What follows belongs to an exercise in optimizing a design on an open flow for small area, a short achievable clock period and few clock cycles; a production flow would make more cautious choices. RTL that was checked went through simulation tests only; none was proved equivalent to the original. Power is estimated from default activity; no workload was simulated.

==> flow/design.v <==
module HW2_divider(Clk, Rst, St, Divisor, Dividend, Quotient, Remainder, Overflow, Done);
	input Clk, Rst, St;
	input [15:0] Divisor;
	input [15:0] Dividend;
	output [15:0] Quotient;
	output [15:0] Remainder;
	output Overflow;
	output reg Done;
	reg [15:0] R;      
	reg [15:0] D;      
	reg [15:0] Q;      
	reg [3:0] cnt;     
	reg ovf;
	wire z8 = ~|Divisor[15:8];
	wire [15:0] n1 = z8 ? {Divisor[7:0], 8'b0} : Divisor;
	wire z4 = ~|n1[15:12];
	wire [15:0] n2 = z4 ? {n1[11:0], 4'b0} : n1;
	wire z2 = ~|n2[15:14];
	wire [15:0] n3 = z2 ? {n2[13:0], 2'b0} : n2;
	wire z1 = ~n3[15];
	wire [15:0] n4 = z1 ? {n3[14:0], 1'b0} : n3;
	wire [16:0] diff = {1'b0, R} - {1'b0, D};
	wire ge = ~diff[16];
	assign Quotient = Q;
	assign Remainder = R;
	assign Overflow = ovf;
	always @(posedge Clk) begin
		if (Rst)
			Done <= 1'b1;
		else if (Done)
			Done <= ~St;
		else if (cnt == 4'd0 || ovf)
			Done <= 1'b1;
	end
	always @(posedge Clk) begin
		if (Done) begin
			D <= n4;
			cnt <= {z8, z4, z2, z1};
			if (St) begin
				R <= Dividend;
				Q <= 16'd0;
				ovf <= ~|Divisor;
			end
		end else begin
			if (ge) R <= diff[15:0];
			Q <= {Q[14:0], ge};
			D <= {1'b0, D[15:1]};
			cnt <= cnt - 4'd1;
		end
	end
endmodule
export LEC_CHECK = 0
export ABC_AREA = 1
export ABC_CLOCK_PERIOD_IN_PS = 2000
export CAP_MARGIN = 20
export CORE_MARGIN = 2
export CORE_UTILIZATION = 40
export SETUP_SLACK_MARGIN = 3.3
export SLEW_MARGIN = 20
create_clock -name core_clock -period 6.0 [get_ports {Clk}]
standard.sh (not shown) runs the stock make flow with config.mk's settings and CLKGATE_MAP_FILE= SYNTH_SCRIPT=/design/flow/synth_recipe.tcl, a recipe that flattens the netlist after the stock synthesis.
==> flow/flow/run.sh <==
#!/bin/bash
# The standard layout, with each port buffered by a small buffer instead of
# the delay cell that buffer_ports picks by default.
set -euo pipefail
bash standard.sh "BUFFER_PORTS_ARGS=-buffer_cell sky130_fd_sc_hd__buf_1" finish > standard.log 2>&1
Testbench counts at the start, summed over its fixed seeds: cycles 83,106.
Next try:
--- a/flow/design.v
+++ b/flow/design.v
@@ -10,5 +10,4 @@
 	reg [15:0] D;      
 	reg [15:0] Q;      
-	reg [3:0] cnt;     
 	reg ovf;
 	wire z8 = ~|Divisor[15:8];
@@ -20,6 +19,21 @@
 	wire z1 = ~n3[15];
 	wire [15:0] n4 = z1 ? {n3[14:0], 1'b0} : n3;
-	wire [16:0] diff = {1'b0, R} - {1'b0, D};
-	wire ge = ~diff[16];
+	wire [15:0] lead;
+	genvar k;
+	generate
+		for (k = 0; k < 16; k = k + 1) begin : g_lead
+			if (k == 15) begin : g_top
+				assign lead[k] = Divisor[k];
+			end else begin : g_low
+				assign lead[k] = Divisor[k] & ~|Divisor[15:k+1];
+			end
+		end
+	endgenerate
+	wire [16:0] d1 = {1'b0, R} - {1'b0, D};          
+	wire [16:0] dh = {1'b0, R} - {2'b0, D[15:1]};    
+	wire c1 = ~d1[16];
+	wire c2 = ~dh[16];
+	wire last = Q[15];           
+	wire two = ~c1 & ~last;      
 	assign Quotient = Q;
 	assign Remainder = R;
@@ -30,5 +44,5 @@
 		else if (Done)
 			Done <= ~St;
-		else if (cnt == 4'd0 || ovf)
+		else if (ovf || (two ? Q[14] : Q[15]))
 			Done <= 1'b1;
 	end
@@ -36,15 +50,21 @@
 		if (Done) begin
 			D <= n4;
-			cnt <= {z8, z4, z2, z1};
 			if (St) begin
 				R <= Dividend;
-				Q <= 16'd0;
+				Q <= lead;
 				ovf <= ~|Divisor;
 			end
 		end else begin
-			if (ge) R <= diff[15:0];
-			Q <= {Q[14:0], ge};
-			D <= {1'b0, D[15:1]};
-			cnt <= cnt - 4'd1;
+			if (c1)
+				R <= d1[15:0];
+			else if (two && c2)
+				R <= dh[15:0];
+			if (two) begin
+				Q <= {Q[13:0], 1'b0, c2};
+				D <= {2'b0, D[15:2]};
+			end else begin
+				Q <= {Q[14:0], c1};
+				D <= {1'b0, D[15:1]};
+			end
 		end
 	end
Utilization goes up by 4.9 points. Via count goes up by 70%. Worst setup slack got worse by 190 ps. First-iteration DRC count goes up to 3.5 times its value. Routed wire length goes up by 100%. Cell area goes up by 53%. Sequential power goes up by 18%.
For the second run of this note, only the layout was checked, not whether the RTL still works.

[what the ideal ports hide]
How much do the figures lean on ideal ports? The routed layouts below were timed once more, with nothing changed but the port constraints. Step 1 assumes that a clkbuf_16 drives the clock port and a buf_2 every other input. Step 2 adds t to the input delays and takes it off the output delays; t is the mean of the earliest and latest rising clock arrival at the registers after step 1. Input paths then give back, and output paths get back, about the clock's delay inside the block. a / b / c = ideal / step 1 / step 2; a / b = the first two.
run | t, ns | setup WS [ns] | worst setup path after step 2 | clock arrival spread, ns | worst register clock-pin slew, ns
the first run | 0.340 | 3.481 / 3.489 / 3.149 | input to register | 0.009 / 0.009 | 0.11 / 0.11
the second run | 0.330 | 3.287 / 3.293 / 2.963 | input to register | 0.005 / 0.005 | 0.07 / 0.07
After both steps every run listed still meets setup and hold. The setup slack of the first run, which loses most, moves by +0.008 ns with the drivers and by -0.332 ns with both steps.
